Context: an optimization exercise on an open-source flow, tuned for small area. The choices shown serve that exercise and are no tape-out recipe.
In this exercise RTL edits were held to simulation tests only and were not proved equivalent to the original.
Power figures rest on the tool's default switching activity, not on a simulated workload.

$ cat config.mk
export PLATFORM = sky130hd
export DESIGN_NAME = stack
export DESIGN_NICKNAME = stack
export VERILOG_FILES = /design/flow/design.v
export SDC_FILE = /design/flow/constraint.sdc
export NUM_CORES = 8
export LEC_CHECK = 0
export CAP_MARGIN = 20
export CORE_MARGIN = 2
export CORE_UTILIZATION = 60
export GPL_TIMING_DRIVEN = 0
export SLEW_MARGIN = 20
$ cat constraint.sdc
create_clock -name core_clock -period 7.0 [get_ports {clock}]
set_input_delay 1.4000 -clock core_clock [delete_from_list [all_inputs] [get_ports {clock}]]
set_output_delay 1.4000 -clock core_clock [all_outputs]
set_load 0.01 [all_outputs]
$ cat design.v
module stack(d_in, d_out, push, pop, reset, empty, full, clock);
input  [15:0] d_in;
input         push, pop, reset, clock;
output reg    empty, full;
output reg [15:0] d_out;
reg  [6:0]    n;           
reg           ph;          
reg  [1023:0] st;          
wire push_ok = push & ~full & ~reset;
wire pop_ok  = pop & ~empty & ~reset & (~push | full);
wire [6:0] n_next = n + {6'd0, push_ok} - {6'd0, pop_ok};
wire [6:0] m = n - {6'd0, pop_ok};
wire [8:0] m_hlt, m_heq;    
wire [7:0] m_lle;           
genvar k, l, g, b;
generate
    for (k = 0; k < 8; k = k + 1) begin : mh
        assign m_hlt[k] = reset | (~m[6] & (m[5:3] < k));
        assign m_heq[k] = ~m[6] & (m[5:3] == k);
    end
    for (l = 0; l < 8; l = l + 1) begin : ml
        assign m_lle[l] = (m[2:0] <= l);
    end
endgenerate
wire [8:0] n_hoh;           
wire [7:0] n_loh;           
generate
    for (k = 0; k < 8; k = k + 1) begin : nh
        assign n_hoh[k] = ~n[6] & (n[5:3] == k);
    end
    assign n_hoh[8] = n[6];
    for (l = 0; l < 8; l = l + 1) begin : nl
        assign n_loh[l] = (n[2:0] == l);
    end
endgenerate
wire [63:0] r, sel;
generate
    for (g = 0; g < 64; g = g + 1) begin : dec
        assign r[g]   = m_hlt[g / 8] | (m_heq[g / 8] & m_lle[g % 8]);
        assign sel[g] = n_hoh[(g + 1) / 8] & n_loh[(g + 1) % 8];
    end
endgenerate
wire [15:0] wdat = d_in ^ {16{ph}};
wire [15:0] c_even = ~{16{push_ok & ~n[0]}} | wdat;
wire [15:0] c_odd  = ~{16{push_ok &  n[0]}} | wdat;
generate
    for (g = 0; g < 64; g = g + 1) begin : row
        wire [15:0] c = (g % 2 == 0) ? c_even : c_odd;
        always @(posedge clock)
            st[16*g +: 16] <= ~(st[16*g +: 16] | ({16{r[g]}} & c));
    end
endgenerate
wire [15:0] rd;
generate
    for (b = 0; b < 16; b = b + 1) begin : rcol
        wire [21:0] grp;    
        for (k = 0; k < 21; k = k + 1) begin : rg
            assign grp[k] = ~((sel[3*k]   & st[16*(3*k)   + b]) |
                              (sel[3*k+1] & st[16*(3*k+1) + b]) |
                              (sel[3*k+2] & st[16*(3*k+2) + b]));
        end
        assign grp[21] = ~(sel[63] & st[16*63 + b]);
        assign rd[b] = ~&grp;
    end
endgenerate
always @(posedge clock) begin
    if (reset) begin
        n     <= 7'd0;
        ph    <= 1'b0;
        empty <= 1'b1;
        full  <= 1'b0;
        d_out <= 16'h0000;
    end else begin
        n     <= n_next;
        ph    <= ~ph;
        empty <= (n_next == 7'd0);
        full  <= n_next[6];
        d_out <= pop_ok ? (rd ^ {16{ph}}) : 16'h0000;
    end
end
endmodule
$ cat flow/run.sh
#!/bin/bash
# Own layout flow: the standard ORFS flow (standard.sh) with
#  - synthesis mapped by an area-oriented ABC script (registers unchanged:
#    same synth script, only the combinational mapping script differs),
#  - small port buffers, and a clock tree of small clock buffers without
#    dummy loads.
set -euo pipefail
W=$(pwd)
F=$W/flow

# synthesis script: the standard flow's synth_recipe.tcl, sourcing a copy of ORFS's
# synth.tcl whose abc call uses flow/abc_area.script
sed "s|log_cmd abc {\*}\$abc_args|set abc_args [lreplace \$abc_args 1 1 $F/abc_area.script]; log_cmd abc {*}\$abc_args|" \
    "$FLOW_HOME/scripts/synth.tcl" > "$W/own_synth.tcl"
grep -q "abc_area.script\]; log_cmd abc" "$W/own_synth.tcl"
sed "s|source \$::env(SCRIPTS_DIR)/synth.tcl|source $W/own_synth.tcl|" synth_recipe.tcl > "$W/own_synth_recipe.tcl"
grep -q "own_synth.tcl" "$W/own_synth_recipe.tcl"

CTS=$(cat "$F/cts_args.txt")

bash standard.sh \
    SYNTH_SCRIPT="$W/own_synth_recipe.tcl" \
    BUFFER_PORTS_ARGS="-buffer_cell sky130_fd_sc_hd__buf_1" \
    CTS_ARGS="$CTS" \
    finish > "$W/flow_make.log" 2>&1
$ cat flow/abc_area.script
&get -n
&st
&dch
&nf -R 1000
&put
topo
stime -c
$ cat flow/cts_args.txt
-sink_clustering_enable -repair_clock_nets -dont_use_dummy_load -buf_list sky130_fd_sc_hd__clkbuf_4 -sink_clustering_size 8 -sink_clustering_max_diameter 40
$ cat standard.sh
#!/bin/bash
# synth_recipe.tcl (not shown) runs the flow's synth.tcl, then flattens the netlist and writes it again
# the make line also repeats each setting of config.mk as NAME=value (left out here)
make -C /OpenROAD-flow-scripts/flow DESIGN_CONFIG=/design/flow/config.mk WORK_HOME=/design/flow/orfs CLKGATE_MAP_FILE= SYNTH_SCRIPT=/design/flow/synth_recipe.tcl "${@:-finish}"
==> run summary, run 1 <==
- Final wirelength: approximately 110 mm
- Clock-pin slew on the worst setup and hold paths: 0.08 ns
- GR Overflow Total: 0
- Initial Util: around three fifths
- FF+latch count, synth: roughly 1000
- DRT iter0 DRCs: 5043
- Slew @ Worst Pin: approximately 1.2 ns
- Area delta synth->final: 13.15%
- CP Class: input port to flop
- Setup_tns: 0 ns
- Final ANT Viol Nets: 0
- IO Port Bufs: 37
- Depth of the CTS H-tree: 4
- Yosys top cell area share: roughly two thirds
- RSZ-0062 raised after global routing: no
- Row count: 84
- Core Box Area: 0.05266 mm^2
- Clock root cell: clkbuf_4
- P_leak: roughly 14 nW
- Critical Path Source Type: input port
- Ports: 38
- Drc violations: 0
- Design Power: ~19 mW
- Crit path from: reset
- Ranking of synthesized cells by area: dfxtp_1 (66%), a21oi_1 (17%), a222oi_1 (11%)
- DP HPWL: 76.91 mm
- Sequential share of the synthesized area: about 66%
- RD Place Congestion: around 0.94
- Crit. End Element: flop
- Status: no timing/DRC/antenna violations
- Layout Skew: between 0.1 and 0.15 ns
- WP data required: around 7.9 ns
- Die width: around 240 um
- Vias in the first global route: between 20000 and 30000
- Critical path peak fanout: 19
- Min-delay src: st[348]
- Worst-Skew Late Latency: 1.07 ns
- Final hold vios: 0
- Post CTS Setup Buffer Count: 0
- Worst vdd ir: ~270 uV
- Die Y: about 240 um
- Pwr per Cell Area: between 500 and 600 mW/mm^2
- Final min period: between 6 and 7 ns
- Hold Slack: 0.4086 ns
- Cell taking the most area after synthesis: dfxtp_1
- Max-cap violations: 0
- Vias: 27990
- Hold Buf Count CTS: 0
- Num Clock Sinks: 1049
- Final period util: a little over nine tenths
- Max Root-Sink Buffers: 3
- Die area: roughly 0.055 mm^2
- Max-slew headroom: between 20% and 30%
- GRT Overall Usage: 40.02%
- Final core occ: between 60 and 70%
- Mapped Area: ~0.032 mm^2
- Layout cells sized above 1: between 10% and 20%
- Cell count after synthesis: 2863
- Post-Syn Nets: 2900
- DR WL/cell: around 30 um
- Largest net degree at the start of global routing: 20
- Syn_area_per_cell: 11.19 um^2
- Yosys warns: 1
- CTS tree: built
- Setup violators final: 0
- Reg-to-reg startpoint: full
- First-pass GRT wire length: between 150 and 200 mm
- Number of buffers created by CTS: between 150 and 200
- Max Freq: about 150 MHz
- Initial antenna violation count: 6
- Distinct cells, synth: 23
- Worst min path class: flop to flop
- Slew Limit Fails: 0
- Placed cells: roughly 3700
- Vias/cell: 7.301
- TritonRoute pass-1 iters: 10
- Final Non-Filler Cells: roughly 3800
- Worst Path Arrival: 7.65 ns
- Final net count: 3176
-- layout make-up --
type / count / area, um^2
Antenna cell: 8 / 20.02
Clock buffer: 155 / 1164
Fill cell: 3881 / 16410
Inverter: 13 / 52.55
Multi-Input combinational cell: 1801 / 11530
Sequential cell: 1049 / 21000
Tap cell: 688 / 860.8
Timing Repair Buffer: 119 / 1614
-- logic make-up after synthesis --
kind of cell | Yosys count | synth area share, %
AOI/OAI and AO/OA | 1432 | 27.65
buffers and inverters | 13 | 0.1524
DFF | 1049 | 65.56
xor gates and xnor gates | 45 | 1.230
and+or+nand+nor | 307 | 4.715
adders and majority gates | 17 | 0.6875
-- cell usage after synthesis --
master,number
clkinv_1,13
nand3b_1,1
nand4b_1,1
nor2b_1,2
xnor2_1,43
fa_1,1
ha_1,16
a222oi_1,336
nand4_1,81
nand2_1,73
o21ai_0,28
nor2_1,101
nand3_1,14
xor2_1,2
o21bai_1,2
a31oi_1,1
nor3_1,1
and2_0,1
and4_1,16
a21o_1,1
nor4_1,16
a21oi_1,1064
dfxtp_1,1049
-- registers in the layout (all words and copies together), names as in the netlist --
name   count
full       1
n          6
ph         1
st      1024
empty      1
d_out     16
-- metal layers --
metal	track usage, %	share of wire (%)	vias up
met1	49.62	37	13480
met3	12.73	13	434
li1	-	-	12000
met5	0	0.032	-
met4	26.47	6.6	6
met2	60.05	44	2074
-- placed cells by master (no fill, tap or decap), drive strengths merged, types with 2 or more instances in the layout --
cell and count:
nand3 14, nand4 81, o21ai 28, nand2 73, dfxtp 1049, o21bai 2, and4 16, ha 16
buf 119, xnor2 43, clkinv 12, nor2 101, diode 8, nor2b 2, xor2 2, a222oi 336
nor4 16, clkbuf 155, a21oi 1064
-- through the flow --
stage | cell area, um^2 | worst slack, ns
after CTS | 36170 | 0.1568
after global placement | 33030 | -2.130
after global routing | 36230 | 0.05886
after floorplan | 32030 | 1.259
after detailed placement | 34980 | -2.053
final | 36240 | 0.2701
-- repair_timing --
item	in CTS	in global routing
gates resized for setup	5	4
setup endpoints to repair	331	147
cloned	0	0
pin swaps	0	0
-- power breakdown --
part	internal [mW]	total, mW	switching, mW
Combinational	2.06	5.97	3.91
Sequential	8.49	9.78	1.29
Clock	1.02	2.94	1.93
Total	11.6	18.7	7.13
-- critical path, stage by stage --
cell and delay (ns):
buf_1 0.68, clkinvlp_4 0.62, nand3b_1 0.27, a21o_1 0.63, clkinv_1 0.17, ha_1 0.24
ha_1 0.27, nand2_1 0.18, xnor2_1 0.30, nand2_1 0.20, a31oi_4 0.66, nand2_2 0.57
a21oi_4 0.70, o21ai_2 0.35, buf_6 0.26, a21oi_1 0.13
-- worst paths after layout --
path / endpoint / cells after the start / slack [ns]
setup / recovery: st[863] / 16 / 0.27
hold reg to reg: st[348] / 1 / 0.41
hold / removal: st[348] / 1 / 0.41
setup reg to reg: st[863] / 14 / 1.55
==> run 2, diff against run 1 <==
--- a/config.mk
+++ b/config.mk
@@ -10,3 +10,2 @@
 export CORE_UTILIZATION = 60
-export GPL_TIMING_DRIVEN = 0
 export SLEW_MARGIN = 20
==> run 2 against run 1 <==
Effect of this change:
- fmax rose by 40%
- utilization fell by 2.0 points
- still clean on timing, DRC and antenna
- count of clock-buffer cells in the layout fell by 3
- clock skew fell by 0.018 ns
- highest routed layer unchanged
- synthesized area did not move
- largest power group unchanged
- flip-flop and latch count did not move
==> run summary, run 2 <==
- CP max stage delay: 1.12 ns (+0.42 ns)
- Critical Path Source Type: flop
- Worst-Skew Late Latency: 1.04 ns (-0.03 ns)
- GR Overflow Total: 0 (unchanged)
- Setup violators final: 0 (unchanged)
- TritonRoute pass-1 iters: 13 (+3)
- Crit. End Element: flop
- Slew Limit Fails: 0 (unchanged)
- IO Port Bufs: 37 (unchanged)
- Count leader, synth: a21oi_1
- RD Place Congestion: 0.9814 (+3.9%)
- Distinct cells, synth: 23 (unchanged)
- Worst min path class: flop to flop
- DRT iter0 DRCs: 5487 (+8.8%)
- Vias in the first global route: 27130 (+0.14%)
- P_leak: 13.30 nW (-1.7%)
- DP HPWL: 69.62 mm (-9.5%)
- Largest net degree at the start of global routing: 34 (+70%)
- Predominant post-synthesis flop cell: dfxtp_1
- Pwr per Cell Area: 519.8 mW/mm^2 (+0.76%)
- Placed cells: 3701 (+0.84%)
- Biggest regs: st (1024), d_out (16), n (6)
- Post-CTS Resized: 0 (-5)
- Status: no timing/DRC/antenna violations
- EDFF count, synth: 0 (unchanged)
- Post CTS Setup Buffer Count: 0 (unchanged)
- Commonest non-fill, non-tap cells in the layout: a21oi_1 (1063), dfxtp_1 (1048), a222oi_1 (336), clkbuf_4 (152), buf_4 (113)
- Crit path buffers/inverters: 2 (-2)
- Final period util: 68.64% (-27 points)
- First-pass GRT wire length: 168.4 mm (+0.87%)
- Worst Path Arrival: 5.71 ns (-1.94 ns)
- Layout cells sized above 1: 10.21% (-2.9 points)
- Final setup margin: 2.195 ns (+1.925 ns)
- Final net count: 3204 (+0.88%)
- Drc violations: 0 (unchanged)
- Die area: 0.05525 mm^2 (unchanged)
- Cell taking the most area after synthesis: dfxtp_1
- Critical path peak fanout: 12 (-7)
- RSZ-0062 raised after global routing: no
- Sequential share of the synthesized area: 65.56% (unchanged)
- Initial antenna violation count: 6 (unchanged)
- Yosys top cell area share: 65.56% (unchanged)
- Cell count after synthesis: 2863 (unchanged)
- Final hold vios: 0 (unchanged)
- Top reg by flops: st
- Hold Buf Count CTS: 0 (unchanged)
- Setup_tns: 0 ns (unchanged)
- Worst vdd ir: 243.0 uV (-11%)
- Ports: 38 (unchanged)
- Worst slack, placed: 1.333 ns (+3.385 ns)
- CP max stage cell: nor4_1
- Max-cap violations: 0 (unchanged)
- Final wirelength: 114.9 mm (+0.73%)
- DR WL/cell: 29.77 um (about the same)
- Crit-path cells: clkinv_1, nand3_1, nor2_1, buf_4, a222oi_1, nand4_1, nor4_1, nand4_1, xnor2_1, nor2_1
- Max Freq: 208.1 MHz (+40%)
- Final Non-Filler Cells: 3859 (+0.68%)
- Number of buffers created by CTS: 152 (-1.9%)
- WP data required: 7.91 ns (about the same)
- Layout Skew: 0.08233 ns (-0.01829 ns)
- CP Class: flop to flop
- Num Clock Sinks: 1049 (unchanged)
- Die width: 235.1 um (unchanged)
- Max reg flops: 1024 (unchanged)
- Area delta synth->final: 9.887%
- FF+latch count, synth: 1049 (unchanged)
- Fillcell total: 4136 (+6.6%)
- Post-Syn Nets: 2900 (unchanged)
- Vias/cell: 7.272 (-0.40%)
- Row count: 84 (unchanged)
- Depth of the CTS H-tree: 4 (unchanged)
- CTS tree: built
- Max Root-Sink Buffers: 3 (unchanged)
- Clock-pin slew on the worst setup and hold paths: 0.09 ns (about the same)
- Ranking of synthesized cells by area: dfxtp_1 (66%), a21oi_1 (17%), a222oi_1 (11%)
- Slew @ Worst Pin: 1.171 ns (-0.007817 ns)
- Async SR Flop Fraction: 0% (unchanged)
- Vias: 28060 (+0.27%)
- Mapped Area: 0.03203 mm^2 (unchanged)
- Clock root cell: clkbuf_4
- GRT Overall Usage: 40.36% (+0.34 points)
- Most frequent cells after synthesis: a21oi_1 (1064), dfxtp_1 (1049), a222oi_1 (336), nor2_1 (101), nand4_1 (81)
- Syn_area_per_cell: 11.19 um^2 (unchanged)
- Die Y: 235.1 um (unchanged)
- Final ANT Viol Nets: 0 (unchanged)
- Core Box Area: 0.05266 mm^2 (unchanged)
- Top Family by Delay on Critical Path: simple AND/OR/NAND/NOR gates
- Final min period: 4.805 ns (-1.925 ns)
- Initial Util: 60.83% (unchanged)
- Commonest non-fill, non-tap cell in the layout: a21oi_1
- Max-slew headroom: 21.69% (+0.97 points)
- Yosys warns: 1 (unchanged)
==> run 2: cell count changes in the layout (fill, tap and decap cells not counted), moves of 33 or more <==
cell	previous run	this run
buf_4	1	113
a21oi_1	1027	1063
nor2_1	33	82
a21oi_2	35	1
nor2_2	68	19
buf_16	33	0
buf_6	43	0
==> run 2: worst reg2reg max path: stages (launching register included) <==
cell	delay, ns
dfxtp_1	0.58
clkinv_1	0.35
nand3_1	0.59
nor2_1	0.33
buf_4	0.30
a222oi_1	0.36
nand4_1	0.51
nor4_1	1.12
nand4_1	0.24
xnor2_1	0.29
nor2_1	0.06
==> run 2: power by group <==
part,total [mW],switching [mW],internal (mW)
sequential,9.80,1.30,8.50
combinational,5.60,3.66,1.94
clock,2.90,1.91,0.999
total,18.3,6.86,11.4
==> run 2: final cells by class <==
cell class / instances / area, um^2 / share of cell area [%]
repair buffers: 150 / 987.2 / 2.805
well taps: 688 / 860.8 / 2.446
diodes: 6 / 15.01 / 0.04266
inverters: 13 / 48.80 / 0.1386
flip-flops and latches: 1049 / 21000 / 59.67
multi-input cells: 1801 / 11140 / 31.66
clock buffers: 152 / 1141 / 3.242
==> run 2: path summary, 6_finish.rpt <==
check | slack (ns) | endpoint | depth (start not counted) | start
max | 2.20 | d_out[11] | 10 | n[2]
min | 0.41 | st[549] | 1 | st[549]
max reg2reg | 2.20 | d_out[11] | 10 | n[2]
min reg2reg | 0.41 | st[549] | 1 | st[549]
==> run 2: metrics by stage <==
step	total power, mW	util [%]	instance area [um^2]	hold WS [ns]
2_1_floorplan	12.82	-	32030	0.3877
3_3_place_gp	14.90	64.52	33980	0.3955
3_5_place_dp	15.26	64.58	34010	0.3980
4_1_cts	18.06	66.75	35150	0.4089
5_1_grt	19.19	66.84	35200	0.4162
6_report	18.29	66.84	35200	0.4098
==> run 2: metal layers <==
layer	wire (um)	vias to the layer above	share of wire (%)	global-route usage [%]
met2	49750	2036	43	59.87
li1	-	12040	-	-
met5	52	-	0.045	0
met3	13730	433	12	10.90
met1	43390	13550	38	51.91
met4	7948	8	6.9	26.68
==> run 2: logic make-up after synthesis <==
group | share of synthesized area (%)
AOI/OAI and AO/OA | 27.65
DFF | 65.56
and+or+nand+nor | 4.715
xor gates and xnor gates | 1.230
adders and majority gates | 0.6875
buffers and inverters | 0.1524
==> run 3, diff against run 2 <==
==> flow/cts_args.txt (replaced) <==
-sink_clustering_enable -repair_clock_nets -dont_use_dummy_load -buf_list sky130_fd_sc_hd__clkbuf_8 -sink_clustering_size 14 -sink_clustering_max_diameter 50
--- a/config.mk
+++ b/config.mk
@@ -10,2 +10,3 @@
 export CORE_UTILIZATION = 60
+export GPL_TIMING_DRIVEN = 0
 export SLEW_MARGIN = 20
==> run 3 against run 2 <==
Effect of this change:
- still clean on timing, DRC and antenna
- clock skew shrank 0.043 ns
- flip-flop and latch count is the same
- fmax is 29% lower
- via count shrank 1.3%
- clock power rose by 3%
- sequential share of layout area decreased by 1.8 points
- final area up 3.2%
- cell count fell by 2.5%
- largest cell class unchanged
==> run summary, run 3 <==
- Vias: 27700 (-1.3%)
- Pwr per Cell Area: 516.2 mW/mm^2 (-0.70%)
- FF+latch count, synth: 1049 (unchanged)
- Max-slew headroom: 13.50% (-8.2 points)
- P_leak: 13.48 nW (+1.3%)
- Count leader, synth: a21oi_1
- Number of buffers created by CTS: 89 (-41%)
- Sequential share of the synthesized area: 65.56% (unchanged)
- RD Place Congestion: 0.9445 (-3.8%)
- CP Class: input port to flop
- DP HPWL: 76.91 mm (+10%)
- Biggest regs: st (1024), d_out (16), n (6)
- Cell taking the most area after synthesis: dfxtp_1
- Hold Slack: 0.4081 ns (-0.001781 ns)
- Placed cells: 3670 (-0.84%)
- GR Overflow Total: 0 (unchanged)
- Num Clock Sinks: 1049 (unchanged)
- Design area: 0.03631 mm^2 (+3.2%)
- Sw frac: 37.59% (+0.086 points)
- Worst-Skew Late Latency: 0.71 ns (-0.33 ns)
- Post-Syn Nets: 2900 (unchanged)
- Placed inst area: 0.03498 mm^2 (+2.9%)
- IO Port Bufs: 37 (unchanged)
- Cell-internal power: 11.70 mW (+2.3%)
- Worst min path class: flop to flop
- Most frequent cells after synthesis: a21oi_1 (1064), dfxtp_1 (1049), a222oi_1 (336), nor2_1 (101), nand4_1 (81)
- Setup violators final: 0 (unchanged)
- Fillcell total: 3823 (-7.6%)
- Footprint of the multi-input gates: 0.01152 mm^2 (+3.4%)
- Worst vdd ir: 280.4 uV (+15%)
- Share of total power in sequential cells: 52.2% (-1.3 points)
- Depth of the CTS H-tree: 3 (-1)
- Max-cap violations: 0 (unchanged)
- Initial Util: 60.83% (unchanged)
- Final wirelength: 112.9 mm (-1.7%)
- Max reg flops: 1024 (unchanged)
- Die Y: 235.1 um (unchanged)
- RSZ-0062 raised after global routing: no
- Crit path from: reset
- Design Power: 18.74 mW (+2.4%)
- Yosys top cell area share: 65.56% (unchanged)
- Ports: 38 (unchanged)
- Slew @ Worst Pin: 1.286 ns (+0.1152 ns)
- TritonRoute pass-1 iters: 11 (-2)
- Vias in the first global route: 26480 (-2.4%)
- Layout cells sized above 1: 11.23% (+1.0 points)
- Distinct cells, synth: 23 (unchanged)
- Clock power frac: 15.9% (about the same)
- Yosys warns: 1 (unchanged)
- Critical path peak fanout: 19 (+7)
- Async SR Flop Fraction: 0% (unchanged)
- Drc violations: 0 (unchanged)
- Predominant post-synthesis flop cell: dfxtp_1
- Final core occ: 68.95% (+2.1 points)
- FF+latch area: 0.02100 mm^2 (unchanged)
- Final ANT Viol Nets: 0 (unchanged)
- Final net count: 3112 (-2.9%)
- CTS tree: built
- Ranking of synthesized cells by area: dfxtp_1 (66%), a21oi_1 (17%), a222oi_1 (11%)
- DR WL/cell: 30.00 um (+0.78%)
- Mapped Area: 0.03203 mm^2 (unchanged)
- Top reg by flops: st
- WP data required: 7.62 ns (-0.29 ns)
- Hold Buf Count CTS: 0 (unchanged)
- GRT Overall Usage: 39.28% (-1.1 points)
- Core Box Area: 0.05266 mm^2 (unchanged)
- Comb pwr share: 31.9% (+1.3 points)
- Max Root-Sink Buffers: 3 (unchanged)
- Vias/cell: 7.361 (+1.2%)
- First-pass GRT wire length: 164.8 mm (-2.2%)
- Total net switching power: 7.044 mW (+2.7%)
- Row count: 84 (unchanged)
- Crit. End Element: flop
- Commonest non-fill, non-tap cell in the layout: dfxtp_1
- Final Non-Filler Cells: 3763 (-2.5%)
- EDFF count, synth: 0 (unchanged)
- Layout Skew: 0.03895 ns (-0.04338 ns)
- Cell count after synthesis: 2863 (unchanged)
- Worst Path Arrival: 7.37 ns (+1.66 ns)
- Slew Limit Fails: 0 (unchanged)
- Final hold vios: 0 (unchanged)
- Area delta synth->final: 13.36%
- Clock root cell: clkbuf_8
- Final min period: 6.743 ns (+1.938 ns)
- Die width: 235.1 um (unchanged)
- Initial antenna violation count: 7 (+1)
- Reg-to-reg startpoint: full
- Max Freq: 148.3 MHz (-29%)
- Final period util: 96.33% (+28 points)
- Min-delay src: st[957]
- Commonest non-fill, non-tap cells in the layout: dfxtp_1 (1048), a21oi_1 (1027), a222oi_1 (336), clkbuf_8 (89), nand4_1 (81)
- Largest net degree at the start of global routing: 20 (-41%)
- DRT iter0 DRCs: 5292 (-3.6%)
- Die area: 0.05525 mm^2 (unchanged)
- Status: no timing/DRC/antenna violations
- Critical Path Source Type: input port
- Syn_area_per_cell: 11.19 um^2 (unchanged)
- Clock-pin slew on the worst setup and hold paths: 0.08 ns (about the same)
run 3: power by group through the flow:
stage          combinational (mW)  sequential, mW  clock, mW
2_1_floorplan                3.32            9.49          0
3_3_place_gp                 4.94            9.67          0
3_5_place_dp                 5.78            9.80          0
4_1_cts                      5.79            9.69       3.00
5_1_grt                      6.37            9.97       3.21
6_report                     5.97            9.78       2.99
run 3: through the flow:
| step | setup WS [ns] | setup TNS, ns |
|---|---|---|
| after floorplan | 1.259 | 0 |
| after global placement | -2.130 | -930.57 |
| after detailed placement | -2.053 | -758.53 |
| after CTS | 0.08558 | 0 |
| after global routing | 0.01169 | 0 |
| final | 0.2572 | 0 |
run 3: repair_timing:
| item | 4_1_cts | 5_1_grt |
|---|---|---|
| setup endpoints to repair | 548 | 179 |
| pin swaps | 0 | 0 |
| resized for setup | 6 | 3 |
| setup buffers | 0 | 2 |
run 3: kinds of logic (layout without fill, tap and decap cells):
family | count (synthesis) | after routing | share of synthesized area [%]
AOI/OAI and AO/OA | 1432 | 1432 | 27.65
xor gates and xnor gates | 45 | 45 | 1.230
adders and majority gates | 17 | 17 | 0.6875
buffers and inverters | 13 | 223 | 0.1524
DFF | 1049 | 1049 | 65.56
other | 0 | 2 | 0
and+or+nand+nor | 307 | 307 | 4.715
run 3: worst paths after layout:
path	slack (ns)	to	depth (start not counted)
setup / recovery	0.26	st[713]	16
hold / removal	0.41	st[957]	1
setup reg to reg	1.58	st[214]	13
hold reg to reg	0.41	st[957]	1
run 3: critical path, cell delays in order:
cell      delay, ns
buf_1          0.64
clkinv_2       0.48
nand3b_1       0.26
a21o_1         0.63
clkinv_1       0.17
ha_1           0.24
ha_1           0.26
nand2_1        0.18
xnor2_1        0.30
nand2_1        0.20
a31oi_4        0.65
nand2_2        0.56
nor2_2         0.61
a21oi_2        0.32
buf_6          0.27
a21oi_1        0.15
run 3: final cells by class:
cell class,count,area share (%)
clock buffer,89,3.374
tap,688,2.371
sequential,1049,57.84
antenna,2,0.01378
inverter,13,0.1378
multi-input combinational,1801,31.74
timing repair buffer,121,4.521
run 3: per-layer routing:
metal | GRT usage [%] | part of all wire, % | up-vias
li1 | - | - | 11830
met1 | 49.57 | 37 | 13470
met2 | 59.63 | 44 | 1961
met3 | 11.08 | 12 | 428
met4 | 24.65 | 6.8 | 12
met5 | 0 | 0.063 | -
==> run 4, diff against run 3 <==
--- a/flow/run.sh
+++ b/flow/run.sh
@@ -7,2 +7,3 @@
 set -euo pipefail
+export UPSIZE_FO=10
 W=$(pwd)
@@ -24,2 +25,3 @@
     CTS_ARGS="$CTS" \
+    PRE_GLOBAL_PLACE_TCL="$F/pre_gpl.tcl" \
     finish > "$W/flow_make.log" 2>&1
==> flow/cts_args.txt (replaced) <==
-sink_clustering_enable -repair_clock_nets -dont_use_dummy_load -buf_list sky130_fd_sc_hd__clkbuf_4 -sink_clustering_size 8 -sink_clustering_max_diameter 40
==> flow/pre_gpl.tcl (new file) <==
# size up the drivers of high-fanout nets (row selects, write buses) so
# that placement does not need to buffer them
set n 0
foreach inst [get_cells *] {
  set cell [get_property $inst ref_name]
  if {![regexp {^sky130_fd_sc_hd__(nor2|nand2|a21oi|o21ai|nor2b|nand2b|and2|or2|a21o|o21a|xnor2|xor2|inv|clkinv)_(0|1)$} $cell -> base drv]} continue
  foreach pin [get_pins -of_objects $inst -filter "direction==output"] {
    set net [get_nets -of_objects $pin]
    set fo [llength [get_pins -of_objects $net -filter "direction==input"]]
    if {$fo >= $::env(UPSIZE_FO)} {
      replace_cell $inst sky130_fd_sc_hd__${base}_2
      incr n
    }
  }
}
puts "pre_gpl: upsized $n drivers"
--- a/config.mk
+++ b/config.mk
@@ -10,3 +10,2 @@
 export CORE_UTILIZATION = 60
-export GPL_TIMING_DRIVEN = 0
 export SLEW_MARGIN = 20
==> run 4 against run 3 <==
Effect of this change:
- global-route usage is 1.1 points higher
- setup slack improved by 1.7 ns
- via count is 0.35% higher
- highest routed layer unchanged
- synthesized cell count is the same
- first-iteration DRC count is 11% lower
- hold slack better by 0.00065 ns
==> run summary, run 4 <==
- Worst min path class: flop to flop
- Final period util: 71.69% (-25 points)
- Clock root cell: clkbuf_4
- First-pass GRT wire length: 168.7 mm (+2.3%)
- Max-slew headroom: 18.05% (+4.6 points)
- Vias: 27800 (+0.35%)
- Drc violations: 0 (unchanged)
- Final ANT Viol Nets: 0 (unchanged)
- Row count: 84 (unchanged)
- Mapped Area: 0.03203 mm^2 (unchanged)
- Crit. End Element: flop
- Yosys top cell area share: 65.56% (unchanged)
- Initial antenna violation count: 8 (+1)
- Top Family by Delay on Critical Path: compound AO/OA/AOI/OAI gates
- FF+latch count, synth: 1049 (unchanged)
- CTS tree: built
- Number of cells on the critical path: 16 (unchanged)
- Final Non-Filler Cells: 3758 (-0.13%)
- Max Root-Sink Buffers: 3 (unchanged)
- Sequential share of the synthesized area: 65.56% (unchanged)
- Final wirelength: 114.6 mm (+1.5%)
- DP HPWL: 69.46 mm (-9.7%)
- RD Place Congestion: 0.9731 (+3.0%)
- Max reg flops: 1024 (unchanged)
- Layout Skew: 0.07186 ns (+0.03291 ns)
- Biggest regs: st (1024), d_out (16), n (6)
- Most frequent cells after synthesis: a21oi_1 (1064), dfxtp_1 (1049), a222oi_1 (336), nor2_1 (101), nand4_1 (81)
- Cell count after synthesis: 2863 (unchanged)
- Num Clock Sinks: 1049 (unchanged)
- DRT iter0 DRCs: 4689 (-11%)
- Worst vdd ir: 258.1 uV (-8.0%)
- Die width: 235.1 um (unchanged)
- Post-CTS Resized: 0 (-6)
- Commonest non-fill, non-tap cell in the layout: dfxtp_1
- Setup violators final: 0 (unchanged)
- EDFF count, synth: 0 (unchanged)
- Distinct cells, synth: 23 (unchanged)
- Final net count: 3104 (-0.26%)
- Worst-Skew Late Latency: 1.04 ns (+0.33 ns)
- Post-Syn Nets: 2900 (unchanged)
- Clock-pin slew on the worst setup and hold paths: 0.08 ns (about the same)
- Syn_area_per_cell: 11.19 um^2 (unchanged)
- IO Port Bufs: 37 (unchanged)
- Critical Path Source Type: input port
- TritonRoute pass-1 iters: 10 (-1)
- R2R cell count: 14 (+1)
- Top reg by flops: st
- Worst Path Arrival: 5.94 ns (-1.43 ns)
- Pwr per Cell Area: 521.9 mW/mm^2 (+1.1%)
- GR Overflow Total: 0 (unchanged)
- Status: no timing/DRC/antenna violations
- Slew Limit Fails: 0 (unchanged)
- Vias/cell: 7.396 (+0.48%)
- Depth of the CTS H-tree: 4 (+1)
- Die area: 0.05525 mm^2 (unchanged)
- Max-cap violations: 0 (unchanged)
- Max Freq: 199.3 MHz (+34%)
- WP data required: 7.93 ns (+0.31 ns)
- Predominant post-synthesis flop cell: dfxtp_1
- Ranking of synthesized cells by area: dfxtp_1 (66%), a21oi_1 (17%), a222oi_1 (11%)
- Area delta synth->final: 8.660%
- CP Class: input port to flop
- Hold Buf Count CTS: 0 (unchanged)
- Hold Path Stages: 1 (unchanged)
- Commonest non-fill, non-tap cells in the layout: dfxtp_1 (1048), a21oi_1 (1028), a222oi_1 (336), clkbuf_4 (153), nand4_1 (81)
- Vias in the first global route: 26750 (+1.0%)
- Die Y: 235.1 um (unchanged)
- Largest net degree at the start of global routing: 34 (+70%)
- CP max stage delay: 0.92 ns (+0.27 ns)
- P_leak: 12.83 nW (-4.8%)
- Final hold vios: 0 (unchanged)
- Async SR Flop Fraction: 0% (unchanged)
- Number of buffers created by CTS: 153 (+72%)
- Cell taking the most area after synthesis: dfxtp_1
- GRT Overall Usage: 40.38% (+1.1 points)
- Count leader, synth: a21oi_1
- Crit-path cells: buf_1, clkinv_2, nand3b_1, a21o_2, clkinv_1, ha_1, ha_1, nand2_1, xnor2_1, nand2_1, a31oi_2, buf_4, nand2_2, a21oi_2, nand2_2, a21oi_1
- Critical path peak fanout: 19 (unchanged)
- Layout cells sized above 1: 11.00% (-0.23 points)
- Placed cells: 3599 (-1.9%)
- Yosys warns: 1 (unchanged)
- RSZ-0062 raised after global routing: no
- Slew @ Worst Pin: 1.225 ns (-0.06077 ns)
- Ports: 38 (unchanged)
- CP max stage cell: a21oi_2
- Initial Util: 60.83% (unchanged)
- Final min period: 5.018 ns (-1.725 ns)
- Setup_tns: 0 ns (unchanged)
- DR WL/cell: 30.49 um (+1.6%)
- Post CTS Setup Buffer Count: 0 (unchanged)
- Crit path buffers/inverters: 4 (unchanged)
- Core Box Area: 0.05266 mm^2 (unchanged)
run 4: changes by cell type in the layout (fill, tap and decap cells not counted), sizes merged:
| cell | previous run | this run |
|---|---|---|
| clkbuf | 89 | 153 |
| diode | 2 | 5 |
| buf | 121 | 49 |
run 4: metrics by stage:
| stage | worst slack, ns | hold slack (ns) | area [um^2] | power, mW | util, % |
|---|---|---|---|---|---|
| 2_1_floorplan | 1.259 | 0.3877 | 32030 | 12.82 | - |
| 3_3_place_gp | 1.236 | 0.3955 | 33620 | 14.77 | 63.86 |
| 3_5_place_dp | 1.079 | 0.3980 | 33620 | 15.11 | 63.86 |
| 4_1_cts | 2.173 | 0.4098 | 34770 | 17.93 | 66.04 |
| 5_1_grt | 1.776 | 0.4187 | 34800 | 19.04 | 66.09 |
| 6_report | 1.982 | 0.4087 | 34800 | 18.16 | 66.10 |
run 4: path summary, 6_finish.rpt:
kind	startpoint	to	slack (ns)
worst max-delay path	reset	st[884]	1.98
worst min-delay path	st[944]	st[944]	0.41
worst max register to register	full	st[884]	2.05
worst min register to register	st[944]	st[944]	0.41
run 4: area by class of cell:
class	instances	area, um^2
multi-input cells	1801	11490
repair buffers	49	241.5
diodes	5	12.51
clock buffers	153	1149
flip-flops and latches	1049	21000
fillers	4180	17850
well taps	688	860.8
inverters	13	50.05
run 4: power by group:
group | internal [mW] | switching, mW
clock network | 1.01 | 1.94
registers | 8.50 | 1.28
logic | 1.73 | 3.72
run 4: cells by family after synthesis:
family | synth area share [%]
xor+xnor | 1.230
fa+ha+maj | 0.6875
buf+inv | 0.1524
simple gates | 4.715
compound gates | 27.65
flops | 65.56
run 4: per-layer routing:
| metal | part of all wire (%) | track usage, % | vias up | wire length (um) |
|---|---|---|---|---|
| li1 | - | - | 11860 | - |
| met4 | 6.5 | 26.14 | 8 | 7490 |
| met1 | 38 | 52.58 | 13420 | 43320 |
| met3 | 13 | 11.37 | 405 | 14560 |
| met5 | 0.049 | 0 | - | 56 |
| met2 | 43 | 59.07 | 2101 | 49150 |
==> run 5, diff against run 4 <==
==> flow/cts_args.txt (replaced) <==
-sink_clustering_enable -repair_clock_nets -dont_use_dummy_load -buf_list sky130_fd_sc_hd__clkbuf_4 -sink_clustering_size 10 -sink_clustering_max_diameter 40
==> run 5 against run 4 <==
Effect of this change:
- critical path depth down 7
- clock power decreased by 5%
- final area decreased by 0.37%
- critical endpoint is now d_out[10]
- hold slack improved by 0.00090 ns
- synthesized area stayed put
- still clean
- highest routed layer unchanged
- sequential share of layout area rose by 0.23 points
- synthesized cell count stayed put
- non-clock buffer count did not move
- total power fell by 0.84%
- register-to-register slack worse by 0.16 ns
- fmax decreased by 1.8%
==> run summary, run 5 <==
- Status: no timing/DRC/antenna violations
- Depth of the CTS H-tree: 4 (unchanged)
- TritonRoute pass-1 iters: 10 (unchanged)
- Drc violations: 0 (unchanged)
- Max Root-Sink Buffers: 3 (unchanged)
- Row count: 84 (unchanged)
- Vias in the first global route: 26620 (-0.49%)
- Post-Synth Adder-Cell Area: 0.6875% (unchanged)
- Highest metal used: met5
- Vias: 27680 (-0.41%)
- Commonest non-fill, non-tap cell in the layout: dfxtp_1
- Hold Slack: 0.4096 ns (+0.0009050 ns)
- Top reg by flops: st
- Clock-pin slew on the worst setup and hold paths: 0.11 ns (+0.03 ns)
- EDFF count, synth: 0 (unchanged)
- Predominant post-synthesis flop cell: dfxtp_1
- Ranking of synthesized cells by area: dfxtp_1 (66%), a21oi_1 (17%), a222oi_1 (11%)
- Cell count after synthesis: 2863 (unchanged)
- RSZ-0062 raised after global routing: no
- Worst Path Arrival: 6.06 ns (+0.12 ns)
- Distinct cells, synth: 23 (unchanged)
- Critical path peak fanout: 16 (-3)
- Largest net degree at the start of global routing: 34 (unchanged)
- Hold Buf Count CTS: 0 (unchanged)
- Worst slack, placed: 1.079 ns (unchanged)
- Setup violators final: 0 (unchanged)
- Core Box Area: 0.05266 mm^2 (unchanged)
- Max-slew headroom: 13.20% (-4.9 points)
- Final min period: 5.111 ns (+0.09348 ns)
- Sequential share of the synthesized area: 65.56% (unchanged)
- Post CTS Setup Buffer Count: 0 (unchanged)
- Number of buffers created by CTS: 134 (-12%)
- CTS tree: built
- Final net count: 3085 (-0.61%)
- Vias/cell: 7.393 (about the same)
- Die Y: 235.1 um (unchanged)
- WP data required: 7.94 ns (about the same)
- Initial Util: 60.83% (unchanged)
- CP Class: flop to flop
- FF+latch count, synth: 1049 (unchanged)
- Die width: 235.1 um (unchanged)
- Worst min path class: flop to flop
- Async SR Flop Fraction: 0% (unchanged)
- Most frequent cells after synthesis: a21oi_1 (1064), dfxtp_1 (1049), a222oi_1 (336), nor2_1 (101), nand4_1 (81)
- Fraction of synthesized cell area in xor and xnor cells: 1.230% (unchanged)
- Count leader, synth: a21oi_1
- Compound-gate portion of the synthesized area: 27.65% (unchanged)
- Final ANT Viol Nets: 0 (unchanged)
- IO Port Bufs: 37 (unchanged)
- First-pass GRT wire length: 168.3 mm (-0.19%)
- DRT iter0 DRCs: 4670 (-0.41%)
- DP HPWL: 69.46 mm (unchanged)
- GRT Overall Usage: 40.31% (-0.070 points)
- Biggest regs: st (1024), d_out (16), n (6)
- Slew Limit Fails: 0 (unchanged)
- Layout Skew: 0.09661 ns (+0.02475 ns)
- Clock root cell: clkbuf_4
- Hold Path Stages: 1 (unchanged)
- Cell taking the most area after synthesis: dfxtp_1
- Max reg flops: 1024 (unchanged)
- Yosys top cell area share: 65.56% (unchanged)
- Worst-Skew Late Latency: 1.08 ns (+0.04 ns)
- Die area: 0.05525 mm^2 (unchanged)
- Simple-Gate Fraction of Synth Area: 4.715% (unchanged)
- Final setup margin: 1.889 ns (-0.09348 ns)
- Ports: 38 (unchanged)
- Final period util: 73.02% (+1.3 points)
- Commonest non-fill, non-tap cells in the layout: dfxtp_1 (1048), a21oi_1 (1028), a222oi_1 (336), clkbuf_4 (134), nand4_1 (81)
- Post-synthesis mux area share: 0% (unchanged)
- Mapped Area: 0.03203 mm^2 (unchanged)
- Slew @ Worst Pin: 1.290 ns (+0.06523 ns)
- Crit. End Element: flop
- Area delta synth->final: 8.254%
- Syn_area_per_cell: 11.19 um^2 (unchanged)
- Final hold vios: 0 (unchanged)
- Setup_tns: 0 ns (unchanged)
- Met2 wire length: 49.37 mm (+0.44%)
- Pwr per Cell Area: 519.4 mW/mm^2 (-0.47%)
- DR WL/cell: 30.57 um (+0.26%)
- Max-cap violations: 0 (unchanged)
- Post-Syn Nets: 2900 (unchanged)
- R2R cell count: 9 (-5)
- Max Freq: 195.6 MHz (-1.8%)
- RD Place Congestion: 0.9731 (unchanged)
- Layout cells sized above 1: 10.44% (-0.56 points)
- Post-CTS Resized: 0 (unchanged)
- Final wirelength: 114.4 mm (-0.11%)
- P_leak: 12.75 nW (-0.68%)
- Yosys warns: 1 (unchanged)
- WL met3: 13.41 mm (-7.9%)
- Critical Path Source Type: flop
- Num Clock Sinks: 1049 (unchanged)
- Post-Route M1 WL: 43.92 mm (+1.4%)
- Main combinational cell family by area after synthesis: compound AO/OA/AOI/OAI gates
- GR Overflow Total: 0 (unchanged)
- Worst vdd ir: 273.8 uV (+6.1%)
- Initial antenna violation count: 7 (-1)
[run 5: cell types whose count changed in the layout (fill, tap and decap cells not counted), sizes merged]
cell | previous run | this run
diode | 5 | 10
clkbuf | 153 | 134
[run 5: routing by layer]
metal	GRT usage, %	up-vias
li1	-	11800
met1	52.27	13530
met2	59.17	1927
met3	11.81	409
met4	25.47	10
met5	0	-
[run 5: cell type report]
cell class              count  area [um^2]
fillers                  4213        17980
repair buffers             49        241.5
multi-input cells        1801        11490
clock buffers             134         1006
well taps                 688        860.8
inverters                  13        50.05
diodes                     10        25.02
flip-flops and latches   1049        21000
[run 5: logic make-up (layout without fill, tap and decap cells)]
| kind of cell | after synthesis | after routing |
|---|---|---|
| other cells | 0 | 10 |
| flops | 1049 | 1049 |
| simple gates | 307 | 307 |
| xor+xnor | 45 | 45 |
| fa+ha+maj | 17 | 17 |
| buf+inv | 13 | 196 |
| compound gates | 1432 | 1432 |
[run 5: worst max-delay path, stage by stage, from the launching register on]
cell      delay [ns]
dfxtp_1         0.57
clkinv_1        0.34
nand3_1         0.64
nor2_2          0.33
a222oi_1        0.79
nand4_1         0.56
nor4_1          1.19
nand4_1         0.29
xnor2_1         0.25
nor2_1          0.06
[run 5: where the power goes]
group	leakage [nW]	switching, mW	internal (mW)	total [mW]
registers	8.71	1.28	8.49	9.78
clock network	0.617	1.90	0.883	2.79
logic	3.42	3.72	1.73	5.45
[run 5: metrics by stage]
stage          util (%)  power, mW  area [um^2]  std cells
6_report          65.85      18.01        34670       3744
4_1_cts           65.77      17.76        34630       3733
2_1_floorplan         -      12.82        32030       2863
5_1_grt           65.84      18.87        34670       3741
3_5_place_dp      63.86      15.11        33620       3599
3_3_place_gp      63.86      14.77        33620       3599
[run 5: final timing paths]
| path | start | to | slack, ns |
|---|---|---|---|
| setup / recovery | n[2] | d_out[10] | 1.89 |
| hold / removal | st[624] | st[624] | 0.41 |
| setup reg to reg | n[2] | d_out[10] | 1.89 |
| hold reg to reg | st[624] | st[624] | 0.41 |
==> run 6, diff against run 5 <==
==> design.v (replaced) <==
module stack(d_in, d_out, push, pop, reset, empty, full, clock);
input  [15:0] d_in;
input         push, pop, reset, clock;
output reg    empty;
output        full;
output reg [15:0] d_out;
reg  [6:0]   n;            
reg  [1:0]   p;            
reg          tc;           
reg          infl;         
reg  [15:0]  T;            
reg  [15:0]  W;            
reg  [503:0] sa, sb;       
assign full = n[6];
wire pu  = push & ~n[6] & ~reset;                   
wire po  = pop & ~empty & ~reset & (~push | n[6]);  
wire wr1 = pu & ~empty & ~tc;                       
wire wr2 = infl & ~reset;                           
wire [6:0] m = (reset | empty) ? 7'd0 : n - 7'd1 - {6'd0, infl} + {6'd0, tc & ~po};
wire [1:0] f1 = n[1:0] - 2'd1;
wire [1:0] f2 = n[1:0] - 2'd2;
wire [7:0] gT, gW;
genvar i, j, q;
generate
    for (i = 0; i < 8; i = i + 1) begin : enc
        assign gT[i] = (p[0] ? T[2*i] : T[2*i+1]) ^ p[1];
        assign gW[i] = (p[0] ? W[2*i] : W[2*i+1]) ^ p[1];
    end
endgenerate
wire [7:0] c [0:3];
generate
    for (q = 0; q < 4; q = q + 1) begin : bus
        wire s1 = wr1 & (f1 == q);
        wire s2 = wr2 & (f2 == q);
        assign c[q] = ~(({8{s1}} & ~gT) | ({8{s2}} & ~gW));
    end
endgenerate
wire [8:0] hoh;
wire [7:0] loh;
generate
    for (q = 0; q < 8; q = q + 1) begin : oh
        assign hoh[q] = ~n[6] & (n[5:3] == q);
        assign loh[q] = (n[2:0] == q);
    end
endgenerate
assign hoh[8] = n[6];
wire [62:0] r, sel;
generate
    for (j = 0; j < 63; j = j + 1) begin : row
        assign r[j]   = ({1'b0, m} <= j);
        assign sel[j] = hoh[(j + 2) / 8] & loh[(j + 2) % 8];
        always @(posedge clock) begin
            sa[8*j +: 8] <= ~(sb[8*j +: 8] | ({8{r[j]}} & c[j % 4]));
            sb[8*j +: 8] <= sa[8*j +: 8];
        end
    end
endgenerate
wire [15:0] rab;           
generate
    for (i = 0; i < 16; i = i + 1) begin : rcol
        wire [62:0] col;
        for (j = 0; j < 63; j = j + 1) begin : cj
            assign col[j] = (i < 8) ? sa[8*j + i] : sb[8*j + i - 8];
        end
        wire [20:0] grp;    
        for (q = 0; q < 21; q = q + 1) begin : rg
            assign grp[q] = ~((sel[3*q]   & col[3*q]) |
                              (sel[3*q+1] & col[3*q+1]) |
                              (sel[3*q+2] & col[3*q+2]));
        end
        assign rab[i] = ~&grp;
    end
endgenerate
wire [7:0] ra = rab[7:0];
wire [7:0] rb = rab[15:8];
wire [15:0] rdw;
generate
    for (i = 0; i < 8; i = i + 1) begin : dec
        assign rdw[2*i]   = (p[0] ? rb[i] : ra[i]) ^ p[1];
        assign rdw[2*i+1] = (p[0] ? ra[i] : rb[i]) ^ p[1] ^ p[0];
    end
endgenerate
wire [6:0] n_next = n + {6'd0, pu} - {6'd0, po};
always @(posedge clock) begin
    W <= T;
    if (pu)
        T <= d_in;
    else if (po)
        T <= infl ? W : rdw;
    if (reset) begin
        n     <= 7'd0;
        p     <= 2'd0;
        tc    <= 1'b0;
        infl  <= 1'b0;
        empty <= 1'b1;
        d_out <= 16'h0000;
    end else begin
        n     <= n_next;
        p     <= p + 2'd1;
        tc    <= pu ? 1'b0 : (po ? (n != 7'd1) : tc);
        infl  <= wr1;
        empty <= (n_next == 7'd0);
        d_out <= po ? T : 16'h0000;
    end
end
endmodule
==> run 6 against run 5 <==
Effect of this change:
- still clean on timing, DRC and antenna
- non-clock buffer count is 39 higher
- hold slack worse by 0.094 ns
- first-iteration DRC count is 8.0% higher
- routed wire length is 5.8% lower
- clock skew is 0.028 ns higher
- cell count is 9.6% lower
- largest cell class unchanged
==> run summary, run 6 <==
- Vias: 24440 (-12%)
- Sequential share of the synthesized area: 69.95% (+4.4 points)
- Initial antenna violation count: 4 (-3)
- Ranking of synthesized cells by area: dfxtp_1 (68%), a222oi_1 (11%), a21oi_1 (9.3%)
- Min-delay src: sa[88]
- Share of total power in sequential cells: 61.3% (+7.0 points)
- Cell-internal power: 10.58 mW (-4.8%)
- Post-CTS Resized: 0 (unchanged)
- Final wirelength: 107.8 mm (-5.8%)
- Status: no timing/DRC/antenna violations
- P_leak: 12.38 nW (-2.9%)
- Slew @ Worst Pin: 1.185 ns (-0.1052 ns)
- Die area: 0.05315 mm^2 (-3.8%)
- Largest net degree at the start of global routing: 43 (+26%)
- Comb pwr share: 21.7% (-8.6 points)
- DP HPWL: 70.32 mm (+1.2%)
- Crit path buffers/inverters: 1 (unchanged)
- Top Family by Delay on Critical Path: simple AND/OR/NAND/NOR gates
- Max Freq: 180.5 MHz (-7.8%)
- R2R Path End: T[5]
- Biggest regs: sa (504), sb (504)
- Layout cells sized above 1: 10.61% (+0.17 points)
- Post-Syn Nets: 2521 (-13%)
- Ports: 38 (unchanged)
- GR Overflow Total: 0 (unchanged)
- Setup violators final: 0 (unchanged)
- Design Power: 16.27 mW (-9.6%)
- Layout Skew: 0.1246 ns (+0.02795 ns)
- DRT iter0 DRCs: 5043 (+8.0%)
- Final ANT Viol Nets: 0 (unchanged)
- Critical path peak fanout: 16 (unchanged)
- Max-slew headroom: 21.00% (+7.8 points)
- Row count: 83 (-1.2%)
- Cell taking the most area after synthesis: dfxtp_1
- Async SR Flop Fraction: 0% (unchanged)
- Worst vdd ir: 255.0 uV (-6.9%)
- Crit-path cells: clkinv_1, nand3_1, nor2_2, a222oi_1, nand4_1, nor4_1, and3_1, nand2_1, o21ai_0, xnor2_1, nor2_1, a21oi_1, o21ai_0
- Slew Limit Fails: 0 (unchanged)
- Most used cell, CP: o21ai_0
- Worst slack, placed: 1.299 ns (+0.2207 ns)
- Max-cap violations: 0 (unchanged)
- DR WL/cell: 31.83 um (+4.1%)
- CP Class: flop to flop
- Clock power frac: 17.0% (+1.5 points)
- Drc violations: 0 (unchanged)
- Setup_tns: 0 ns (unchanged)
- IO Port Bufs: 37 (unchanged)
- Most frequent cells after synthesis: dfxtp_1 (1052), a21oi_1 (571), a222oi_1 (336), nor2_1 (128), nand4_1 (64)
- Hold Buf Count CTS: 0 (unchanged)
- Commonest non-fill, non-tap cells in the layout: dfxtp_1 (1050), a21oi_1 (571), a222oi_1 (336), clkbuf_4 (134), nor2_2 (65)
- Count leader, synth: dfxtp_1
- WP data required: 7.70 ns (-0.24 ns)
- Post CTS Setup Buffer Count: 0 (unchanged)
- Total net switching power: 5.698 mW (-17%)
- Syn_area_per_cell: 12.40 um^2 (+11%)
- Final period util: 79.16% (+6.1 points)
- Vias in the first global route: 23270 (-13%)
- Pwr per Cell Area: 485.6 mW/mm^2 (-6.5%)
- CP max stage delay: 1.05 ns (-0.14 ns)
- Yosys top cell area share: 68.39% (+2.8 points)
- Core Box Area: 0.05099 mm^2 (-3.2%)
- Hold Path Stages: 0 (-1)
- Die Y: 230.5 um (-1.9%)
- Sw frac: 35.02% (-3.3 points)
- Final net count: 2744 (-11%)
- Final setup margin: 1.459 ns (-0.4296 ns)
- Final hold vios: 0 (unchanged)
- Worst Path Arrival: 6.24 ns (+0.18 ns)
- Clock root cell: clkbuf_4
- Clock-pin slew on the worst setup and hold paths: 0.11 ns (about the same)
- Vias/cell: 7.218 (-2.4%)
- Commonest non-fill, non-tap cell in the layout: dfxtp_1
- Area delta synth->final: 8.837%
- Number of buffers created by CTS: 133 (-0.75%)
- Yosys warns: 1 (unchanged)
- TritonRoute pass-1 iters: 15 (+5)
- Reg2reg setup slack: 1.46 ns (-0.43 ns)
- FF+latch count, synth: 1068 (+1.8%)
- Sink of the worst hold path: sb[88]
- Initial Util: 60.39% (-0.44 points)
- Die width: 230.5 um (-1.9%)
- Distinct cells, synth: 28 (+22%)
- Final min period: 5.541 ns (+0.4296 ns)
- Reg-to-reg startpoint: n[1]
- EDFF count, synth: 16 (+16)
- Max Root-Sink Buffers: 3 (unchanged)
- Worst-Skew Late Latency: 1.03 ns (-0.05 ns)
- Num Clock Sinks: 1068 (+1.8%)
- Cell count after synthesis: 2483 (-13%)
- CP max stage cell: nor4_1
- GRT Overall Usage: 40.06% (-0.26 points)
- Critical Path Source Type: flop
- RD Place Congestion: 0.9625 (-1.1%)
- Depth of the CTS H-tree: 4 (unchanged)
- Mapped Area: 0.03079 mm^2 (-3.9%)
- Predominant post-synthesis flop cell: dfxtp_1
- Crit. End Element: flop
- First-pass GRT wire length: 154.9 mm (-8.0%)
- R2R cell count: 13 (+4)
- CTS tree: built
- Worst min path class: flop to flop
- RSZ-0062 raised after global routing: no
[run 6: final cells by class]
class / instances / area [um^2]
clock buffers: 133 / 998.5
inverters: 13 / 50.05
multi-input cells: 1402 / 9538
repair buffers: 88 / 529.3
well taps: 680 / 850.8
diodes: 2 / 5.005
fillers: 4009 / 17480
flip-flops and latches: 1068 / 21540
[run 6: kinds of logic after synthesis]
kind of cell,after synthesis,synth area share (%)
compound gates,978,21.64
flops,1068,69.95
buf+inv,13,0.1585
mux,24,0.7801
fa+ha+maj,18,0.7801
xor+xnor,43,1.223
simple gates,339,5.469
[run 6: per-layer routing]
metal | GRT usage, % | up-vias | part of all wire, %
li1 | - | 10310 | -
met1 | 55.89 | 12020 | 40
met2 | 57.22 | 1755 | 42
met3 | 8.807 | 348 | 12
met4 | 23.95 | 2 | 6.1
met5 | 0 | - | 0.010
[run 6: worst reg2reg max path, cell delays in order (launching register included)]
cell,delay (ns)
dfxtp_1,0.63
clkinv_1,0.33
nand3_1,0.79
nor2_2,0.34
a222oi_1,0.50
nand4_1,0.44
nor4_1,1.05
and3_1,0.47
nand2_1,0.08
o21ai_0,0.14
xnor2_1,0.15
nor2_1,0.07
a21oi_1,0.15
o21ai_0,0.10
[run 6: through the flow]
step                      cell area (um^2)  util [%]  cells  hold WS (ns)
after global routing                 33510     65.72   3385        0.3063
after global placement               32480     63.69   3248        0.3311
after CTS                            33480     65.66   3382        0.3146
after detailed placement             32480     63.71   3249        0.3355
after floorplan                      30790         -   2483        0.3298
final                                33510     65.73   3386        0.3154
[run 6: worst max-delay path by stage]
stage	start	end	cells after the start
6_report	n[1]	T[5]	13
5_1_grt	n[1]	T[5]	13
3_5_place_dp	reset	sa[171]	16
4_1_cts	n[1]	T[5]	13
3_3_place_gp	reset	sa[174]	16
2_1_floorplan	reset	sa[128]	14
[run 6: power groups by stage]
stage / Sequential [mW] / Combinational [mW] / Clock, mW
floorplan: 9.59 / 2.03 / 0
global route: 10.2 / 3.74 / 3.02
finish: 9.97 / 3.53 / 2.77
detailed placement: 10.0 / 3.40 / 0
global placement: 9.89 / 3.30 / 0
CTS: 9.88 / 3.42 / 2.78
==> run 7, diff against run 6 <==
--- a/design.v
+++ b/design.v
@@ -11,3 +11,3 @@
 reg  [15:0]  T;            
-reg  [15:0]  W;            
+reg  [7:0]   W;            
 reg  [503:0] sa, sb;       
@@ -26,3 +26,3 @@
         assign gT[i] = (p[0] ? T[2*i] : T[2*i+1]) ^ p[1];
-        assign gW[i] = (p[0] ? W[2*i] : W[2*i+1]) ^ p[1];
+        assign gW[i] = (p[0] ? ~T[2*i+1] : T[2*i]) ^ p[1];
     end
@@ -34,3 +34,3 @@
         wire s2 = wr2 & (f2 == q);
-        assign c[q] = ~(({8{s1}} & ~gT) | ({8{s2}} & ~gW));
+        assign c[q] = ~(({8{s1}} & ~gT) | ({8{s2}} & ~W));
     end
@@ -74,3 +74,3 @@
 wire [7:0] ra = rab[7:0];
-wire [7:0] rb = rab[15:8];
+wire [7:0] rb = infl ? W : rab[15:8];
 wire [15:0] rdw;
@@ -84,3 +84,3 @@
 always @(posedge clock) begin
-    W <= T;
+    W <= gW;
     if (pu)
@@ -88,3 +88,3 @@
     else if (po)
-        T <= infl ? W : rdw;
+        T <= rdw;
     if (reset) begin
==> run 7 against run 6 <==
Effect of this change:
- fmax grew 3.3%
- sequential power is essentially flat
- combinational power is 2% higher
- critical endpoint is now T[1]
- first-iteration DRC count decreased by 9.5%
- largest cell class unchanged
==> run summary, run 7 <==
- Status: no timing/DRC/antenna violations
- Count leader, synth: dfxtp_1
- CTS tree: built
- Critical Path Source Type: flop
- Comb pwr share: 22.0% (+0.3 points)
- Initial Util: 60.89% (+0.50 points)
- Pwr per Cell Area: 488.5 mW/mm^2 (+0.61%)
- RD Place Congestion: 1.011 (+5.0%)
- Worst-Skew Late Latency: 1.07 ns (+0.04 ns)
- Commonest non-fill, non-tap cells in the layout: dfxtp_1 (1042), a21oi_1 (573), a222oi_1 (324), clkbuf_4 (135), nor2_1 (88)
- Vias: 24310 (-0.55%)
- Final wirelength: 107.4 mm (-0.34%)
- Final ANT Viol Nets: 0 (unchanged)
- Clock-pin slew on the worst setup and hold paths: 0.10 ns (about the same)
- Max-cap violations: 0 (unchanged)
- Worst slack, placed: 1.168 ns (-0.1310 ns)
- Cell-internal power: 10.61 mW (+0.29%)
- P_leak: 12.50 nW (+0.95%)
- Total net switching power: 5.714 mW (+0.28%)
- Hold Slack: 0.3129 ns (-0.002525 ns)
- Depth of the CTS H-tree: 4 (unchanged)
- Final net count: 2762 (+0.66%)
- Worst Path Arrival: 6.06 ns (-0.18 ns)
- Post-CTS Resized: 0 (unchanged)
- Layout cells sized above 1: 11.02% (+0.41 points)
- GR Overflow Total: 0 (unchanged)
- Hold Buf Count CTS: 0 (unchanged)
- Max Freq: 186.5 MHz (+3.3%)
- Initial antenna violation count: 7 (+3)
- Core Box Area: 0.05027 mm^2 (-1.4%)
- Max Root-Sink Buffers: 3 (unchanged)
- Final setup margin: 1.638 ns (+0.1791 ns)
- Sequential share of the synthesized area: 69.84% (-0.11 points)
- WP data required: 7.70 ns (about the same)
- Syn_area_per_cell: 12.29 um^2 (-0.91%)
- Die area: 0.05284 mm^2 (-0.58%)
- Slew Limit Fails: 0 (unchanged)
- Setup violators final: 0 (unchanged)
- Biggest regs: sa (504), sb (504)
- Ports: 38 (unchanged)
- TritonRoute pass-1 iters: 12 (-3)
- Cell taking the most area after synthesis: dfxtp_1
- Clock power frac: 16.9% (about the same)
- Ranking of synthesized cells by area: dfxtp_1 (68%), a222oi_1 (11%), a21oi_1 (9.9%)
- Largest net degree at the start of global routing: 51 (+19%)
- DR WL/cell: 31.60 um (-0.73%)
- Sw frac: 35.01% (about the same)
- Async SR Flop Fraction: 0% (unchanged)
- Clock root cell: clkbuf_4
- Final period util: 76.60% (-2.6 points)
- Row count: 82 (-1.2%)
- Final min period: 5.362 ns (-0.1791 ns)
- Drc violations: 0 (unchanged)
- Commonest non-fill, non-tap cell in the layout: dfxtp_1
- Worst vdd ir: 288.5 uV (+13%)
- DP HPWL: 69.97 mm (-0.49%)
- IO Port Bufs: 37 (unchanged)
- Predominant post-synthesis flop cell: dfxtp_1
- Area delta synth->final: 9.131%
- Die width: 229.9 um (-0.29%)
- Most frequent cells after synthesis: dfxtp_1 (1044), a21oi_1 (606), a222oi_1 (324), nor2_1 (153), nand4_1 (70)
- Yosys warns: 1 (unchanged)
- Crit. End Element: flop
- Number of buffers created by CTS: 134 (+0.75%)
- RSZ-0062 raised after global routing: no
- Layout Skew: 0.09336 ns (-0.03121 ns)
- Max-slew headroom: 16.59% (-4.4 points)
- Die Y: 229.9 um (-0.29%)
- CP Class: flop to flop
- Setup_tns: 0 ns (unchanged)
- EDFF count, synth: 16 (unchanged)
- Distinct cells, synth: 33 (+18%)
- Slew @ Worst Pin: 1.240 ns (+0.05479 ns)
- FF+latch count, synth: 1060 (-0.75%)
- Critical path peak fanout: 16 (unchanged)
- Vias/cell: 7.151 (-0.93%)
- Cell count after synthesis: 2491 (+0.32%)
- Share of total power in sequential cells: 61.1% (-0.2 points)
- Vias in the first global route: 23760 (+2.1%)
- First-pass GRT wire length: 154.8 mm (about the same)
- Yosys top cell area share: 68.27% (-0.12 points)
- DRT iter0 DRCs: 4565 (-9.5%)
- Post CTS Setup Buffer Count: 0 (unchanged)
- Mapped Area: 0.03061 mm^2 (-0.59%)
- Final hold vios: 0 (unchanged)
- GRT Overall Usage: 40.10% (+0.043 points)
- Post-Syn Nets: 2529 (+0.32%)
- Num Clock Sinks: 1060 (-0.75%)
- Worst min path class: flop to flop
[run 7: worst paths after layout]
| path | start | endpoint | slack (ns) | cells after the start |
|---|---|---|---|---|
| setup / recovery | n[2] | T[1] | 1.64 | 12 |
| hold / removal | sa[148] | sb[148] | 0.31 | 0 |
| setup reg to reg | n[2] | T[1] | 1.64 | 12 |
| hold reg to reg | sa[148] | sb[148] | 0.31 | 0 |
[run 7: layer usage]
metal	up-vias	part of all wire, %	GRT usage (%)
met5	-	0.020	0
met4	4	7.2	27.38
met3	385	12	11.55
met2	1694	43	58.15
met1	11910	38	51.98
li1	10310	-	-
[run 7: through the flow]
stage | area, um^2 | power (mW) | instances | util [%]
after detailed placement | 32360 | 13.43 | 3259 | 64.38
after global placement | 32360 | 13.22 | 3259 | 64.37
after CTS | 33370 | 16.11 | 3393 | 66.38
final | 33410 | 16.32 | 3399 | 66.45
after floorplan | 30610 | 11.57 | 2491 | -
after global routing | 33400 | 16.99 | 3397 | 66.44
[run 7: area by class of cell]
type	count	area (um^2)
Clock buffer	134	1006
Fill cell	3868	16870
Antenna cell	5	12.51
Inverter	12	46.29
Sequential cell	1060	21380
Tap cell	672	840.8
Timing Repair Buffer	97	589.3
Multi-Input combinational cell	1419	9529
[run 7: cell families (layout without fill, tap and decap cells)]
kind of cell / Yosys count / after routing / share of synthesized area [%]
flops: 1060 / 1060 / 69.84
xor+xnor: 43 / 43 / 1.230
simple gates: 353 / 353 / 5.579
other cells: 0 / 5 / 0
compound gates: 981 / 981 / 21.63
fa+ha+maj: 18 / 18 / 0.7848
mux: 24 / 24 / 0.7848
buf+inv: 12 / 243 / 0.1471
[run 7: power by group through the flow]
stage / logic, mW / registers (mW) / clock network (mW)
6_report: 3.59 / 9.97 / 2.76
3_5_place_dp: 3.44 / 9.99 / 0
4_1_cts: 3.46 / 9.89 / 2.76
3_3_place_gp: 3.34 / 9.89 / 0
2_1_floorplan: 1.99 / 9.57 / 0
5_1_grt: 3.79 / 10.2 / 3.03
[run 7: critical path, cell delays in order, from the launching register on]
cell	delay [ns]
dfxtp_1	0.46
clkinv_1	0.27
nand3_1	0.69
nor2_2	0.34
a222oi_1	0.54
nand4_1	0.40
or4_1	0.78
a2111oi_0	0.81
buf_4	0.25
nand2_1	0.05
o21ai_0	0.17
xnor2_1	0.16
a21oi_1	0.13

-- afterwards: timing with drivers on the ports --
How much do the figures lean on ideal ports? The routed layouts below were timed once more, with nothing changed but the port constraints. Step 1, drivers: a clkbuf_16 drives clock and a buf_2 each remaining input, both assumed. Step 2 times the ports against the registers' clock, not the clock port: input delays grow and output delays shrink by t, the midpoint of the rising clock arrivals with the driver on. Three values: no drivers, after step 1, after step 2; two values: the first two.
| run | t, ns | slack for setup (ns) | slew at the worst register clock pin (ns) | cell pins on the clock port's net |
|---|---|---|---|---|
| run 1 | 1.080 | 0.270 / 0.212 / -0.868 | 0.10 / 0.10 | 1 |
| run 2 | 1.062 | 2.195 / 2.195 / 1.187 | 0.10 / 0.10 | 1 |
| run 3 | 0.754 | 0.257 / 0.182 / -0.572 | 0.10 / 0.10 | 1 |
| run 4 | 1.062 | 1.982 / 1.926 / 0.864 | 0.10 / 0.10 | 1 |
| run 5 | 1.086 | 1.889 / 1.889 / 0.880 | 0.11 / 0.11 | 1 |
| run 6 | 1.026 | 1.459 / 1.459 / 1.217 | 0.11 / 0.11 | 1 |
| run 7 | 1.079 | 1.638 / 1.638 / 0.828 | 0.11 / 0.11 | 1 |
Met with ideal ports but missed after step 2: setup timing in run 1 and run 3. For run 1, which loses most, drivers alone change the setup slack by -0.058 ns; drivers and shift together by -1.138 ns.
